Source: an optimization exercise on an open RTL-to-GDS flow (aim: a short achievable clock period and few clock cycles). Production flows keep margins and buffers that such runs may drop. In this exercise RTL edits were held to simulation tests only and were not proved equivalent to the original. Power figures rest on the tool's default switching activity, not on a simulated workload.

[design/flow/flow/run.sh]
#!/bin/bash
set -uo pipefail
bash standard.sh SETUP_SLACK_MARGIN=7.5 finish > layout.log 2>&1
[design/flow/standard.sh]
#!/bin/bash
# synth_recipe.tcl (not shown) runs the flow's synth.tcl, then flattens the netlist and writes it again
# the make line also repeats each setting of config.mk as NAME=value (left out here)
make -C /OpenROAD-flow-scripts/flow DESIGN_CONFIG=/design/flow/config.mk WORK_HOME=/design/flow/orfs CLKGATE_MAP_FILE= SYNTH_SCRIPT=/design/flow/synth_recipe.tcl "${@:-finish}"
[design/flow/config.mk]
export PLATFORM = sky130hd
export DESIGN_NAME = t21_node
export DESIGN_NICKNAME = t21_node
export VERILOG_FILES = /design/flow/design.v
export SDC_FILE = /design/flow/constraint.sdc
export NUM_CORES = 4
export LEC_CHECK = 0
export CAP_MARGIN = 20
export CORE_MARGIN = 2
export CORE_UTILIZATION = 25
export PLACE_DENSITY = 0.4
export SLEW_MARGIN = 20
[design/flow/constraint.sdc]
create_clock -name core_clock -period 11.0 [get_ports {clk}]
set_input_delay 2.2000 -clock core_clock [delete_from_list [all_inputs] [get_ports {clk}]]
set_output_delay 2.2000 -clock core_clock [all_outputs]
set_load 0.01 [all_outputs]
[design/flow/design.v]
localparam OP_NOP = 4'd0;
localparam OP_MOV = 4'd1;
localparam OP_SWP = 4'd2;
localparam OP_SAV = 4'd3;
localparam OP_ADD = 4'd4;
localparam OP_SUB = 4'd5;
localparam OP_NEG = 4'd6;
localparam OP_JMP = 4'd7;
localparam OP_JEZ = 4'd8;
localparam OP_JNZ = 4'd9;
localparam OP_JGZ = 4'd10;
localparam OP_JLZ = 4'd11;
localparam OP_JRO = 4'd12;
localparam TARGET_NIL = 3'd0;
localparam TARGET_ACC = 3'd1;
localparam TARGET_UP = 3'd2;
localparam TARGET_DOWN = 3'd3;
localparam TARGET_LEFT = 3'd4;
localparam TARGET_RIGHT = 3'd5;
localparam TARGET_ANY = 3'd6;
localparam TARGET_LAST = 3'd7;
localparam IN_MUX_SEL_CONST = 2'd0;
localparam IN_MUX_SEL_ACC = 2'd1;
localparam IN_MUX_SEL_DIR = 2'd2;
localparam OUT_MUX_SEL_IN = 1'd0;
localparam OUT_MUX_SEL_ALU = 1'd1;
localparam INSTR_ALU_ADD = 2'b00;
localparam INSTR_ALU_SUB = 2'b01;
localparam INSTR_ALU_NEG = 2'b10;
localparam INSTR_REG_READ = 2'b00;
localparam INSTR_REG_WRITE = 2'b01;
localparam INSTR_REG_SWP = 2'b10;
localparam INSTR_REG_SAV = 2'b11;
`timescale 1ns / 1ps
module t21_node(
        input clk,
        input reset,
        input signed [10:0] left_in_data,
        input left_in_valid,
        output signed left_in_ready,
        input signed [10:0] right_in_data,
        input right_in_valid,
        output signed right_in_ready,
        input signed [10:0] up_in_data,
        input up_in_valid,
        output signed up_in_ready,
        input signed [10:0] down_in_data,
        input down_in_valid,
        output signed down_in_ready,
        output signed [10:0] left_out_data,
        output left_out_valid,
        input signed left_out_ready,
        output signed [10:0] right_out_data,
        output right_out_valid,
        input signed right_out_ready,
        output signed [10:0] up_out_data,
        output up_out_valid,
        input signed up_out_ready,
        output signed [10:0] down_out_data,
        output down_out_valid,
        input signed down_out_ready,
        input write_en,
        input [4:0] write_addr,
        input [20:0] write_data
    );
     localparam OP_NOP = 4'd0;
localparam OP_MOV = 4'd1;
localparam OP_SWP = 4'd2;
localparam OP_SAV = 4'd3;
localparam OP_ADD = 4'd4;
localparam OP_SUB = 4'd5;
localparam OP_NEG = 4'd6;
localparam OP_JMP = 4'd7;
localparam OP_JEZ = 4'd8;
localparam OP_JNZ = 4'd9;
localparam OP_JGZ = 4'd10;
localparam OP_JLZ = 4'd11;
localparam OP_JRO = 4'd12;
localparam TARGET_NIL = 3'd0;
localparam TARGET_ACC = 3'd1;
localparam TARGET_UP = 3'd2;
localparam TARGET_DOWN = 3'd3;
localparam TARGET_LEFT = 3'd4;
localparam TARGET_RIGHT = 3'd5;
localparam TARGET_ANY = 3'd6;
localparam TARGET_LAST = 3'd7;
localparam IN_MUX_SEL_CONST = 2'd0;
localparam IN_MUX_SEL_ACC = 2'd1;
localparam IN_MUX_SEL_DIR = 2'd2;
localparam OUT_MUX_SEL_IN = 1'd0;
localparam OUT_MUX_SEL_ALU = 1'd1;
localparam INSTR_ALU_ADD = 2'b00;
localparam INSTR_ALU_SUB = 2'b01;
localparam INSTR_ALU_NEG = 2'b10;
localparam INSTR_REG_READ = 2'b00;
localparam INSTR_REG_WRITE = 2'b01;
localparam INSTR_REG_SWP = 2'b10;
localparam INSTR_REG_SAV = 2'b11;
    function is_port;
        input [2:0] t;
        is_port = (t[2:1] == 2'b01) || (t[2:1] == 2'b10);
    endfunction
    function is_hang;
        input [2:0] t;
        is_hang = (t[2:1] == 2'b11);
    endfunction
    function [3:0] port_oh;
        input [2:0] t;
        port_oh = {t == TARGET_RIGHT, t == TARGET_LEFT, t == TARGET_DOWN, t == TARGET_UP};
    endfunction
    function is_jmp;
        input [3:0] o;
        is_jmp = (!o[3] && o[2] && o[1] && o[0]) || (o[3] && !o[2]) ||
                 (o[3] && o[2] && !o[1] && !o[0]);
    endfunction
    function [10:0] sat;
        input signed [11:0] x;
        sat = (x > 12'sd999) ? 11'sd999 : (x < -12'sd999) ? -11'sd999 : x[10:0];
    endfunction
    function cond;
        input [3:0] o;
        input zf;
        input nf;
        cond = (o == OP_JMP) || (o == OP_JRO) ||
               (o == OP_JEZ && zf) || (o == OP_JNZ && !zf) ||
               (o == OP_JGZ && !zf && !nf) || (o == OP_JLZ && nf);
    endfunction
    reg [20:0] ram_i [0:31];
    reg [2:0]  ram_n [0:31];
    reg [4:0]  ram_t [0:31];
    reg [4:0]  nm1;             
    wire [10:0] wc = write_data[13:3];
    wire wbig_pos = !wc[10] && (|wc[9:5]);
    wire wbig_neg = wc[10] && !(&wc[9:5]);
    wire [6:0] wsum7 = {2'b00, write_addr} + {wc[5], wc[5:0]};
    wire [4:0] wtraw = wbig_neg ? 5'd0 : wbig_pos ? 5'd31 :
                       wsum7[6] ? 5'd0 : wsum7[5] ? 5'd31 : wsum7[4:0];
    always @(posedge clk) begin
        if (write_en) begin
            ram_i[write_addr] <= write_data;
            ram_t[write_addr] <= wtraw;
            nm1 <= write_addr;
        end
    end
    integer k;
    always @(posedge clk) begin
        for (k = 0; k < 32; k = k + 1) begin
            if (write_en && write_addr == k)
                ram_n[k] <= (write_addr == 5'd0) ? write_data[16:14] : ram_i[0][16:14];
            else if (write_en && write_addr == k + 1)
                ram_n[k] <= write_data[16:14];
        end
    end
    reg [4:0]  tcl  [0:31];
    reg        skp  [0:31];
    reg [31:0] lastr;
    wire [4:0] wtcl = !wc[10] ? write_addr : (wbig_neg || wsum7[6]) ? 5'd0 : wsum7[4:0];
    wire wskp = (write_data[20:17] == OP_JMP || write_data[20:17] == OP_JRO) &&
                write_data[16:14] == TARGET_NIL && !is_port(write_data[2:0]) && !is_hang(write_data[2:0]);
    always @(posedge clk) begin
        if (write_en) begin
            lastr <= 32'd1 << write_addr;
            for (k = 0; k < 32; k = k + 1) begin
                if (write_addr == k) begin
                    tcl[k] <= wtcl;
                    skp[k] <= wskp;
                end else begin
                    tcl[k] <= (ram_t[k] > write_addr) ? write_addr : ram_t[k];
                end
            end
        end
    end
    genvar g;
    wire [3:0] e0o = ram_i[0][20:17];
    wire [2:0] e0s = ram_i[0][16:14];
    wire [2:0] e0d = ram_i[0][2:0];
    wire e0pre = !is_port(e0s) && !is_hang(e0s) && !is_jmp(e0o) && !is_port(e0d) &&
                 !is_hang(e0d) && is_port(ram_n[0]);
    wire [3:0] e0rdy = is_port(e0s) ? port_oh(e0s) : e0pre ? port_oh(ram_n[0]) : 4'd0;
    wire [3:0] e0sel = is_port(e0s) ? port_oh(e0s) : port_oh(ram_n[0]);
    wire [3:0] e0ov = (!is_port(e0s) && !is_hang(e0s) && e0o == OP_MOV) ? port_oh(e0d) : 4'd0;
    wire [4:0] eseq [0:31];
    wire [2:0] en [0:31];
    generate
        for (g = 0; g < 32; g = g + 1) begin : g_skip
            if (g == 31) begin : g_last
                assign eseq[g] = skp[0] ? tcl[0] : 5'd0;
                assign en[g] = skp[0] ? TARGET_NIL : ram_n[g];
            end else begin : g_mid
                wire sk = lastr[g] ? skp[0] : skp[g + 1];
                assign eseq[g] = lastr[g] ? (skp[0] ? tcl[0] : 5'd0) : (skp[g + 1] ? tcl[g + 1] : g + 1);
                assign en[g] = sk ? TARGET_NIL : ram_n[g];
            end
        end
    endgenerate
    function [13:0] decf;
        input [20:0] w;
        begin
            decf[0] = is_port(w[16:14]);
            decf[1] = is_hang(w[16:14]);
            decf[2] = is_port(w[2:0]);
            decf[3] = is_hang(w[2:0]);
            decf[4] = is_jmp(w[20:17]);
            decf[5] = w[16:14] == TARGET_NIL;
            decf[6] = w[20:17] == OP_JMP || w[20:17] == OP_JRO;
            decf[7] = w[20:17] == OP_JEZ;
            decf[8] = w[20:17] == OP_JNZ;
            decf[9] = w[20:17] == OP_JGZ;
            decf[10] = w[20:17] == OP_JLZ;
            decf[11] = w[20:17] == OP_MOV;
            decf[12] = w[20:17] == OP_JRO;
            decf[13] = w[2:0] == TARGET_ACC;
        end
    endfunction
    function [4:0] seqa;
        input [4:0] a;
        input [4:0] last;
        seqa = (a == last) ? 5'd0 : a + 5'd1;
    endfunction
    function [4:0] clampt;
        input [4:0] t;
        input [4:0] last;
        clampt = (t > last) ? last : t;
    endfunction
    reg [4:0]  pc;
    reg [20:0] cur;
    reg [2:0]  cur_n;
    reg [20:0] ns, nt;
    reg [2:0]  ns_n, nt_n;
    reg [4:0]  ns_c, nt_c;      
    reg [4:0]  ns_pc, nt_pc;
    reg [4:0]  ns_sq, nt_sq;    
    reg        nt_v;
    reg        rf;
    reg signed [10:0] acc, bak;
    reg [10:0] sv;              
    reg [4:0]  jt, jt_sq;       
    reg        opr;
    reg        pre_r;           
    reg [3:0]  rdyx;            
    reg [4:0]  prpx;            
    wire       pre = pre_r || (|rdyx);
    reg [4:0]  prp;             
    reg [3:0]  rdy;
    reg [3:0]  rsel;            
    reg [3:0]  ov;
    reg [10:0] od_u, od_d, od_l, od_r;    
    reg        wd;
    assign up_in_ready = rdy[0] | rdyx[0];
    assign down_in_ready = rdy[1] | rdyx[1];
    assign left_in_ready = rdy[2] | rdyx[2];
    assign right_in_ready = rdy[3] | rdyx[3];
    assign up_out_valid = ov[0];
    assign down_out_valid = ov[1];
    assign left_out_valid = ov[2];
    assign right_out_valid = ov[3];
    assign up_out_data = od_u;
    assign down_out_data = od_d;
    assign left_out_data = od_l;
    assign right_out_data = od_r;
    wire [3:0] in_v = {right_in_valid, left_in_valid, down_in_valid, up_in_valid};
    wire [3:0] out_r = {right_out_ready, left_out_ready, down_out_ready, up_out_ready};
    wire [3:0] rda = rdy | rdyx;
    wire [3:0] rds = rsel | rdyx;
    wire rd_fire = |(rda & in_v);
    wire [10:0] rd_data = ({11{rds[0]}} & up_in_data) | ({11{rds[1]}} & down_in_data) |
                          ({11{rds[2]}} & left_in_data) | ({11{rds[3]}} & right_in_data);
    wire wr_fire = |(ov & out_r);
    wire [3:0]  op  = cur[20:17];
    wire [2:0]  src = cur[16:14];
    wire [10:0] cc  = cur[13:3];
    wire [2:0]  dst = cur[2:0];
    reg [13:0] cf;
    wire src_p = cf[0];
    wire src_h = cf[1];
    wire dst_p = cf[2];
    wire dst_h = cf[3];
    wire signed [10:0] S = sv;
    reg z, ng;    
    wire taken = cf[6] || (cf[7] && z) || (cf[8] && !z) || (cf[9] && !z && !ng) || (cf[10] && ng);
    wire jmp = cf[4];
    wire cjump = jmp && taken && cf[5];
    wire djump = jmp && taken && !cf[5];
    wire signed [11:0] asum = acc + S;
    wire signed [11:0] adif = acc - S;
    wire [10:0] add_s = sat(asum);
    wire [10:0] sub_s = sat(adif);
    wire [10:0] neg_a = -acc;
    wire [10:0] wval = src_p ? sv :
                       (op == OP_MOV) ? S :
                       (op == OP_ADD) ? add_s :
                       (op == OP_SUB) ? sub_s : neg_a;
    reg signed [10:0] acc_x, bak_x;
    always @* begin
        acc_x = acc;
        bak_x = bak;
        case (op)
            OP_MOV: if (dst == TARGET_ACC) acc_x = S;
            OP_SWP: begin acc_x = bak; bak_x = acc; end
            OP_SAV: bak_x = acc;
            OP_ADD: acc_x = add_s;
            OP_SUB: acc_x = sub_s;
            OP_NEG: acc_x = neg_a;
            default: ;
        endcase
    end
    wire [11:0] za = {acc[10], acc};
    wire [11:0] zb = {S[10], S};
    wire add_z = ((za ^ zb) == {za[10:0] | zb[10:0], 1'b0});
    reg zx, nx_;
    always @* begin
        zx = z;
        nx_ = ng;
        case (op)
            OP_MOV: if (dst == TARGET_ACC) begin zx = (S == 11'd0); nx_ = S[10]; end
            OP_SWP: begin zx = (bak == 11'd0); nx_ = bak[10]; end
            OP_ADD: begin zx = add_z; nx_ = asum[11]; end
            OP_SUB: begin zx = (acc == S); nx_ = adif[11]; end
            OP_NEG: begin zx = z; nx_ = neg_a[10]; end
            default: ;
        endcase
    end
    wire signed [11:0] jsum = {7'd0, pc} + {S[10], S};
    wire jlo = jsum[11];
    wire jhi = (|jsum[10:5]) || (jsum[4:0] >= nm1);
    wire [4:0] jtgt = jlo ? 5'd0 : jhi ? nm1 : jsum[4:0];
    wire [4:0] jtgt_sq = jlo ? ((nm1 == 5'd0) ? 5'd0 : 5'd1) : jhi ? 5'd0 : jsum[4:0] + 5'd1;
    wire hang = src_h || (opr && dst_h);
    wire base_ok = !rf && opr && !hang;
    wire need_w = base_ok && dst_p && !(|ov) && !wd;
    wire fill = base_ok && cjump && !nt_v;
    wire exec = base_ok && !(cjump && !nt_v) && (!dst_p || wd || ((|ov) && wr_fire));
    wire rx_ok = !rf && !opr && src_p && cf[11] && !dst_p && !dst_h;
    wire rexec = rx_ok && rd_fire;
    wire [10:0] acc_f = rexec ? ((dst == TARGET_ACC) ? rd_data : acc) : acc_x;
    wire zf = rexec ? ((dst == TARGET_ACC) ? (rd_data == 11'd0) : z) : zx;
    wire nf = rexec ? ((dst == TARGET_ACC) ? rd_data[10] : ng) : nx_;
    wire pre_ok_cur = !jmp && !dst_p && !dst_h && is_port(cur_n);
    wire tk = cjump;
    wire [20:0] nx    = tk ? nt : ns;
    wire [4:0]  nx_pc = tk ? nt_pc : ns_pc;
    wire [2:0]  nx_n  = tk ? nt_n : ns_n;
    wire [4:0]  nx_c  = tk ? nt_c : ns_c;
    wire [4:0]  nx_sq = tk ? nt_sq : ns_sq;
    wire [20:0] f_ss_i = ram_i[ns_sq];
    wire [2:0]  f_ss_n = en[ns_sq];
    wire [4:0]  f_ss_c = tcl[ns_sq];
    wire [20:0] f_ts_i = ram_i[nt_sq];
    wire [2:0]  f_ts_n = en[nt_sq];
    wire [4:0]  f_ts_c = tcl[nt_sq];
    wire [20:0] f_sc_i = ram_i[ns_c];
    wire [2:0]  f_sc_n = en[ns_c];
    wire [4:0]  f_sc_c = tcl[ns_c];
    wire [20:0] f_tc_i = ram_i[nt_c];
    wire [2:0]  f_tc_n = en[nt_c];
    wire [4:0]  f_tc_c = tcl[nt_c];
    wire [20:0] f_j_i  = ram_i[jt];
    wire [2:0]  f_j_n  = ram_n[jt];
    wire [4:0]  f_j_c  = tcl[jt];
    wire [20:0] f_jq_i = ram_i[jt_sq];
    wire [2:0]  f_jq_n = en[jt_sq];
    wire [2:0]  f_j_en = en[jt];
    wire [4:0]  f_jq_c = tcl[jt_sq];
    wire fdj = base_ok && djump && src_p && !dst_p;
    wire rl = rf || fdj;
    wire [20:0] ld    = rl ? f_j_i : nx;
    wire [4:0]  ld_pc = rl ? jt : nx_pc;
    wire [2:0]  ld_n  = rl ? f_j_n : nx_n;
    wire [2:0]  ld_s  = tk ? f_tc_i[16:14] : f_sc_i[16:14];
    wire [4:0]  ld_c  = rl ? f_j_c : nx_c;
    wire [3:0]  ld_op = ld[20:17];
    wire [2:0]  ld_src = ld[16:14];
    wire [2:0]  ld_dst = ld[2:0];
    wire pre_hit = pre && rd_fire;
    wire ld_opr = !is_port(ld_src) || pre_hit;
    wire ld_tk = cond(ld_op, zx, nx_);
    wire ld_ccj = ld_op == OP_JEZ || ld_op == OP_JNZ || ld_op == OP_JGZ || ld_op == OP_JLZ;
    wire ld_cj = is_jmp(ld_op) && ld_src == TARGET_NIL && !rl;
    wire [2:0] ld_pn = (ld_cj && ld_tk) ? ld_s : ld_n;
    wire ld_pre_ok = ld_opr && !is_hang(ld_src) && (!is_jmp(ld_op) || (ld_cj && !(rexec && dst == TARGET_ACC && ld_ccj))) && !is_port(ld_dst) &&
                     !is_hang(ld_dst) && is_port(ld_pn);
    wire ld_wfast = ld_opr && is_port(ld_dst) && !is_hang(ld_src) &&
                    (is_port(ld_src) || ld_op == OP_MOV);
    wire [3:0] rdy_ld =
                        (!ld_opr) ? port_oh(ld_src) : ld_pre_ok ? port_oh(ld_pn) : 4'd0;
    wire [10:0] ld_w = is_port(ld_src) ? rd_data :
                       (ld_src == TARGET_NIL) ? ld[13:3] : (rf ? acc : acc_f);
    wire [10:0] ld_sv = (ld_src == TARGET_NIL) ? ld[13:3] :
                        (ld_src == TARGET_ACC) ? (rf ? acc : acc_f) : rd_data;
    wire [4:0] jpc = (|rdyx) ? prpx : pre_r ? prp : pc;
    wire [6:0] jpc0 = {2'b00, jpc};
    wire [6:0] jpc1 = {2'b00, jpc} + 7'd1;
    wire [6:0] jpcm = {2'b00, jpc} - {2'b00, nm1};
    wire [6:0] rd7 = {rd_data[5], rd_data[5:0]};
    wire big_pos = !rd_data[10] && (|rd_data[9:5]);
    wire big_neg = rd_data[10] && !(&rd_data[9:5]);
    wire [6:0] rs0 = jpc0 + rd7;
    wire [6:0] rs1 = jpc1 + rd7;
    wire [6:0] rsm = jpcm + rd7;
    wire rlo = big_neg || (!big_pos && rs0[6]);
    wire rhi = !rlo && (big_pos || !rsm[6]);
    wire [4:0] jt_rd = rlo ? 5'd0 : rhi ? nm1 : rs0[4:0];
    wire [4:0] jt_rd_sq = rlo ? ((nm1 == 5'd0) ? 5'd0 : 5'd1) : rhi ? 5'd0 : rs1[4:0];
    wire [3:0] xrd0 = port_oh(ram_i[0][16:14]);
    wire [3:0] xrdl = port_oh(ram_i[nm1][16:14]);
    wire [3:0] xr = rlo ? xrd0 : rhi ? xrdl : 4'd0;
    wire [4:0] xpc = rlo ? 5'd0 : nm1;
    wire ld_jro = ld_op == OP_JRO && is_port(ld_src) && !is_port(ld_dst) && !is_hang(ld_dst);
    wire cur_jro = cf[12] && src_p && !dst_p && !dst_h;
    wire [4:0] wlast = write_en ? write_addr : nm1;
    wire rs_direct = wlast >= 5'd2 && !(is_jmp(ram_i[0][20:17]) && ram_i[0][16:14] == TARGET_NIL);
    wire [2:0] e0_src = ram_i[0][16:14];
    wire [10:0] e0_w = (e0_src == TARGET_NIL) ? ram_i[0][13:3] : 11'd0;
    always @(posedge clk) begin
        rdyx <= 4'd0;
        if (reset) begin
            nt_v <= 1'b0;
            acc <= 11'd0;
            bak <= 11'd0;
            z <= 1'b1;
            ng <= 1'b0;
            wd <= 1'b0;
            if (rs_direct) begin
                rf <= 1'b0;
                pc <= 5'd0;
                cur <= ram_i[0];
                cf <= decf(ram_i[0]);
                cur_n <= ram_n[0];
                ns <= ram_i[1];
                ns_n <= (write_en && write_addr == 5'd2) ? write_data[16:14] : ram_n[1];
                ns_c <= (ram_t[1] > wlast) ? wlast : ram_t[1];
                ns_pc <= 5'd1;
                ns_sq <= 5'd2;
                opr <= !is_port(e0_src);
                sv <= (e0_src == TARGET_NIL) ? ram_i[0][13:3] : 11'd0;
                pre_r <= e0pre;
                prp <= 5'd1;
                rdy <= e0rdy;
                rsel <= e0sel;
                ov <= e0ov;
                if (ram_i[0][2:0] == TARGET_UP) od_u <= e0_w;
                if (ram_i[0][2:0] == TARGET_DOWN) od_d <= e0_w;
                if (ram_i[0][2:0] == TARGET_LEFT) od_l <= e0_w;
                if (ram_i[0][2:0] == TARGET_RIGHT) od_r <= e0_w;
            end else begin
                jt <= 5'd0;
                jt_sq <= (wlast == 5'd0) ? 5'd0 : 5'd1;
                rf <= 1'b1;
                opr <= 1'b0;
                pre_r <= 1'b0;
                rdy <= 4'd0;
                ov <= 4'd0;
            end
        end else if (rf || exec || rexec) begin
            wd <= 1'b0;
            if (exec || rexec) begin
                acc <= acc_f;
                bak <= bak_x;
                z <= zf;
                ng <= nf;
            end
            if (exec && djump && !fdj) begin
                jt <= jtgt;
                jt_sq <= jtgt_sq;
                rf <= 1'b1;
                rdy <= 4'd0;
                ov <= 4'd0;
                pre_r <= 1'b0;
            end else begin
                rf <= 1'b0;
                pc <= ld_pc;
                cur <= ld;
                cf <= decf(ld);
                cur_n <= ld_n;
                if (rl) begin
                    ns <= f_jq_i;
                    ns_n <= f_jq_n;
                    ns_c <= f_jq_c;
                    ns_pc <= jt_sq;
                    ns_sq <= eseq[jt_sq];
                end else if (tk) begin
                    ns <= f_ts_i;
                    ns_n <= f_ts_n;
                    ns_c <= f_ts_c;
                    ns_pc <= nt_sq;
                    ns_sq <= eseq[nt_sq];
                    nt <= f_tc_i;
                    nt_n <= f_tc_n;
                    nt_c <= f_tc_c;
                    nt_pc <= nt_c;
                    nt_sq <= eseq[nt_c];
                end else begin
                    ns <= f_ss_i;
                    ns_n <= f_ss_n;
                    ns_c <= f_ss_c;
                    ns_pc <= ns_sq;
                    ns_sq <= eseq[ns_sq];
                    nt <= f_sc_i;
                    nt_n <= f_sc_n;
                    nt_c <= f_sc_c;
                    nt_pc <= ns_c;
                    nt_sq <= eseq[ns_c];
                end
                nt_v <= !rl;
                if (rl) jt <= f_j_c;
                opr <= ld_opr;
                sv <= ld_sv;
                if (pre_hit) begin
                    jt <= jt_rd;
                    jt_sq <= jt_rd_sq;
                end
                if (pre_hit && ld_jro) begin
                    pre_r <= 1'b0;
                    rdy <= 4'd0;
                    rsel <= 4'd0;
                    rdyx <= xr;
                    prpx <= xpc;
                end else begin
                    pre_r <= ld_pre_ok;
                    prp <= (ld_cj && ld_tk) ? (tk ? nt_c : ns_c) : (rl ? jt_sq : (tk ? nt_sq : ns_sq));
                    rdy <= rdy_ld;
                    rsel <= ld_opr ? port_oh(ld_pn) : port_oh(ld_src);
                end
                ov <= ld_wfast ? port_oh(ld_dst) : 4'd0;
                if (ld_dst == TARGET_UP) od_u <= ld_w;
                if (ld_dst == TARGET_DOWN) od_d <= ld_w;
                if (ld_dst == TARGET_LEFT) od_l <= ld_w;
                if (ld_dst == TARGET_RIGHT) od_r <= ld_w;
            end
        end else begin
            if (fill) begin
                nt <= f_j_i;
                nt_n <= f_j_en;
                nt_c <= f_j_c;
                nt_pc <= jt;
                nt_sq <= eseq[jt];
                nt_v <= 1'b1;
                if ((|ov) && wr_fire) begin
                    ov <= 4'd0;
                    wd <= 1'b1;
                end
            end
            if (!opr && rd_fire) begin
                opr <= 1'b1;
                sv <= rd_data;
                jt <= jt_rd;
                jt_sq <= jt_rd_sq;
                if (cur_jro) begin
                    pre_r <= 1'b0;
                    rdy <= 4'd0;
                    rsel <= 4'd0;
                    rdyx <= xr;
                    prpx <= xpc;
                end else begin
                    pre_r <= pre_ok_cur;
                    prp <= ns_pc;
                    rdy <= pre_ok_cur ? port_oh(cur_n) : 4'd0;
                    rsel <= port_oh(cur_n);
                end
                if (dst_p) begin
                    ov <= port_oh(dst);
                    if (dst == TARGET_UP) od_u <= rd_data;
                    if (dst == TARGET_DOWN) od_d <= rd_data;
                    if (dst == TARGET_LEFT) od_l <= rd_data;
                    if (dst == TARGET_RIGHT) od_r <= rd_data;
                end
            end
            if (need_w) begin
                ov <= port_oh(dst);
                if (dst == TARGET_UP) od_u <= wval;
                if (dst == TARGET_DOWN) od_d <= wval;
                if (dst == TARGET_LEFT) od_l <= wval;
                if (dst == TARGET_RIGHT) od_r <= wval;
            end
        end
    end
endmodule
==> summary.md <==
| Metric | Value |
|---|---|
| Worst hold stages | `2` |
| DIE AREA | `~460000 µm²` |
| Avg Inst Size Synth | `about 12 µm²` |
| Largest net degree at the start of global routing | `approximately 110` |
| Cts bufs inserted | `between 150 and 200` |
| Total gr overflow | `0` |
| Max stage delay on crit path | `0.54 ns` |
| WL met3 | `about 120000 µm` |
| Top_reg_cell synth | `edfxtp_1` |
| Post-synth EDFFs | `between 1000 and 1500` |
| WL/cell | `~56 µm` |
| Area Overhead vs Synth | `35.2%` |
| Total I/O pin count | `133` |
| Final Hold Fails | `0` |
| Placed cell area | `127000 µm²` |
| Worst-case clock skew | `0.120 ns` |
| Filler Cell Count | `44100` |
| Clk slew on worst S/H paths | `around 0.060 ns` |
| # DRC | `0` |
| Lkg Pwr | `about 53 nW` |
| Layout Nets | `11000` |
| DR WL met2 | `about 380000 µm` |
| Status | `timing/DRC/antenna clean` |
| Clock buffer depth | `4` |
| Fraction of registers with async set/reset | `0%` |
| Sequential share of the synthesized area | `between 30% and 40%` |
| Row cnt | `approximately 250` |
| Syn Std Cell Area | `approximately 110000 µm²` |
| Routability cong. | `around 1.1` |
| Die Y | `676 µm` |
| Routed WL | `between 900000 and 1000000 µm` |
| Most frequent cell after synthesis | `edfxtp_1` |
| RSZ-0062 raised after global routing | `yes` |
| Final Cycle Share | `around two fifths` |
| Top cell type by total area after synthesis | `edfxtp_1` |
| Cell chain of the critical path | `ha_4 -> fa_2 -> a211oi_4 -> o21bai_1 -> a2111o_1 -> o211ai_1 -> or3_4 -> a211oi_4 -> o21bai_4 -> or2_4 -> or4_4 -> a31o_4 -> a21o_1` |
| Mapped Cells | `9657` |
| Fmax | `234 MHz` |
| Hold Crit Class | `reg -> reg` |
| Slowest cell on crit path | `edfxtp_1` |
| Top post-synthesis cells by count | `edfxtp_1, mux4_2, nand2_1` |
| Worst-path fanout max | `4` |
| Crit Reg-Reg Endpoint | `od_l[6]` |
| Post-route cell area | `between 150000 and 200000 µm²` |
| Critical Path Sink Type | `flip-flop` |
| Hpwl dp | `620000 µm` |
| Worst reg2reg path startpoint | `sv[0]` |
| R2R Setup Slk | `6.72 ns` |
| Share of cells above drive strength 1 | `between 40 and 50%` |
| Maxcap violations | `0` |
| Final Power | `about 30 mW` |
| Synth Warn # | `4` |
| CORE AREA | `between 400000 and 500000 µm²` |
| Vias in the first global route | `approximately 110k` |
| Synthesized Nets | `about 10000` |
| Antenna violations before repair | `138` |
| H-tree levels | `4` |
| Maximum vdd drop | `about 150 µV` |
| Final TNS setup | `0 ns` |
| WP data arrival | `4.98 ns` |
| First-pass GRT wire length | `approximately 1200000 µm` |
| Initial DRC Count | `21300` |
| Seq cells post-synth | `about 1400` |
| Reg2reg path depth | `13` |
| Slew Limit Fails | `0` |
| Setup violators final | `0` |
| Uppermost routed layer | `met5` |
| PD cells | `between 150 and 200 nW/µm²` |
| Root Buffer | `clkbuf_16` |
| Tmin final | `approximately 4.3 ns` |
| Via density | `roughly 7` |
| Starting Density | `between 20 and 30%` |
| Wl on met1 | `roughly 370000 µm` |
| Buffers & Inverters on Critical Path | `0` |
| Max-slew headroom | `~16%` |
| Clk sinks | `between 1000 and 1500` |
| Worst path top cell family by delay | `compound AO/OA/AOI/OAI gates` |
| Post-CTS Hold Fix Bufs | `0` |
| Post-route ant nets | `0` |
| Hold Path Origin | `wd` |
| Startpoint types | `flip-flop` |
| Library cells used by synthesis | `98` |
| Synth area leaders | `edfxtp_1, mux4_2, a221oi_1` |
| Worst-Skew Late Latency | `0.97 ns` |
| Total GRT Usage | `39.6%` |
| Total number of vias | `~120k` |
| Synth top area share | `approximately 36%` |
| Worst EP required | `around 12 ns` |
| CTS tree | `yes` |
| CP most frequent cell | `a211oi_4` |
| Setup CP Type | `reg -> reg` |
| Sink of the worst hold path | `wd` |
| Die width | `around 680 µm` |
| PortBufs | `132` |
| DR pass1 iterations | `9` |
| Least-Margin Pin Slew | `about 1.3 ns` |
[power breakdown]
part | total, mW | internal, mW | leakage, nW | switching [mW]
Combinational | 16.8 | 6.77 | 36.9 | 10.1
Sequential | 7.06 | 6.34 | 13.1 | 0.720
Clock | 6.20 | 3.52 | 2.88 | 2.68
[placed cells by master (no fill, tap or decap), types with 109 or more instances in the layout]
cell type / count
mux4_2: 1246
buf_6: 215
mux2i_1: 339
buf_4: 1051
a221oi_1: 438
a21oi_1: 320
ha_1: 173
buf_12: 209
nand4_1: 163
o21ai_0: 250
nand2_4: 145
clkbuf_16: 214
edfxtp_1: 1340
o21ai_2: 136
nand3_1: 109
nand2_1: 537
nor2_4: 136
a22oi_1: 311
a22o_1: 347
nor2_1: 453
diode_2: 122
o21ai_1: 125
inv_1: 120
a21oi_2: 110
[final cells by class]
cell class                      count  area (µm²)  area share (%)
Timing Repair inverter             11         183           0.120
Clock buffer                      230        4940            3.24
Clock inverter                    104         996           0.652
Tap cell                         5952        7450            4.87
Timing Repair Buffer             1762       20000            13.1
Inverter                          194        1020           0.669
Sequential cell                  1412       41800            27.4
Antenna cell                      122         305           0.200
Multi-Input combinational cell   7154       76000            49.8
[logic make-up (layout without fill, tap and decap cells)]
group / count (synthesis) / in the layout / share of synthesized area, %
buffers and inverters: 1098 / 2301 / 3.75
AOI/OAI and AO/OA: 2784 / 2785 / 17.5
other: 0 / 122 / 0
muxes: 1670 / 1670 / 28.7
DFF: 1412 / 1412 / 36.9
and+or+nand+nor: 2399 / 2405 / 10.1
xor gates and xnor gates: 48 / 48 / 0.372
adders and majority gates: 246 / 246 / 2.77
[flip-flops by register name, summed over array words and instances (netlist names), 7 cells and up, named ones only]
name	cells
od_r	11
ns	21
ram_i	672
od_u	11
ram_n	96
skp	32
lastr	31
cf	13
ram_t	160
acc	11
tcl	160
cur	7
od_l	11
bak	11
sv	11
nt	21
od_d	11
[per-layer routing]
layer | GRT usage (%) | vias to the layer above
li1 | - | 42500
met1 | 50.3 | 62000
met2 | 55.0 | 10700
met3 | 16.6 | 2883
met4 | 25.0 | 36
met5 | 0.573 | -
[worst max path at each step]
stage / startpoint / endpoint / slack, ns / cells past startpoint
global route: sv[0] / od_d[6] / 6.64 / 13
global placement: up_out_ready / flip-flop / 4.22 / 11
CTS: sv[0] / od_u[6] / 6.77 / 13
detailed placement: up_out_ready / flip-flop / 4.17 / 11
finish: sv[0] / od_l[6] / 6.72 / 13
floorplan: right_in_data[1] / flip-flop / 6.30 / 12
[metrics by stage]
step                      setup WS (ns)  cells  utilization [%]  hold WS (ns)
after floorplan                    6.30   9657                -         0.456
after global placement             4.22  15600             28.2         0.469
after detailed placement           4.17  15600             28.3         0.477
after CTS                          6.77  16600             32.7         0.491
after global routing               6.64  16800             33.9         0.522
final                              6.72  16900             34.0         0.498
[tightest hold or removal path, cell delays in order (launching register included)]
cell     delay, ns
dfxtp_1       0.33
nor2_1        0.05
nor2_1        0.08
[timing repair]
item,CTS,global route
setup buffers,549,226
hold endpoints to repair,0,0
gates resized for setup,1967,619
endpoints found under the setup margin,1941,1241
cloned,84,35
pin swaps,313,228
Testbench counts, summed over its fixed seeds: cycles 39,493.

[afterwards: timing with drivers on the ports]
No port has a modelled driver above. Below, the same layout with a new extraction and two added sets of constraints. Step 1 sets driving cells, clkbuf_16 on the clock port and buf_2 on the other inputs (assumed; they add their load-dependent delay and slew). Step 2, shift: input delay + t, output delay - t, t = (earliest + latest rising clock arrival at the registers) / 2. This alone moves slack from input paths to output paths. Slacks: ideal / step 1 / step 2; pairs: ideal / step 1.
t, ns: 1.028
slack for setup (ns): 6.723 / 6.723 / 5.884
latest minus earliest clock arrival (ns): 0.133 / 0.132
After both steps setup and hold are still met in this run. For this run, drivers alone change the setup slack by 0.000 ns; drivers and shift together by -0.839 ns.
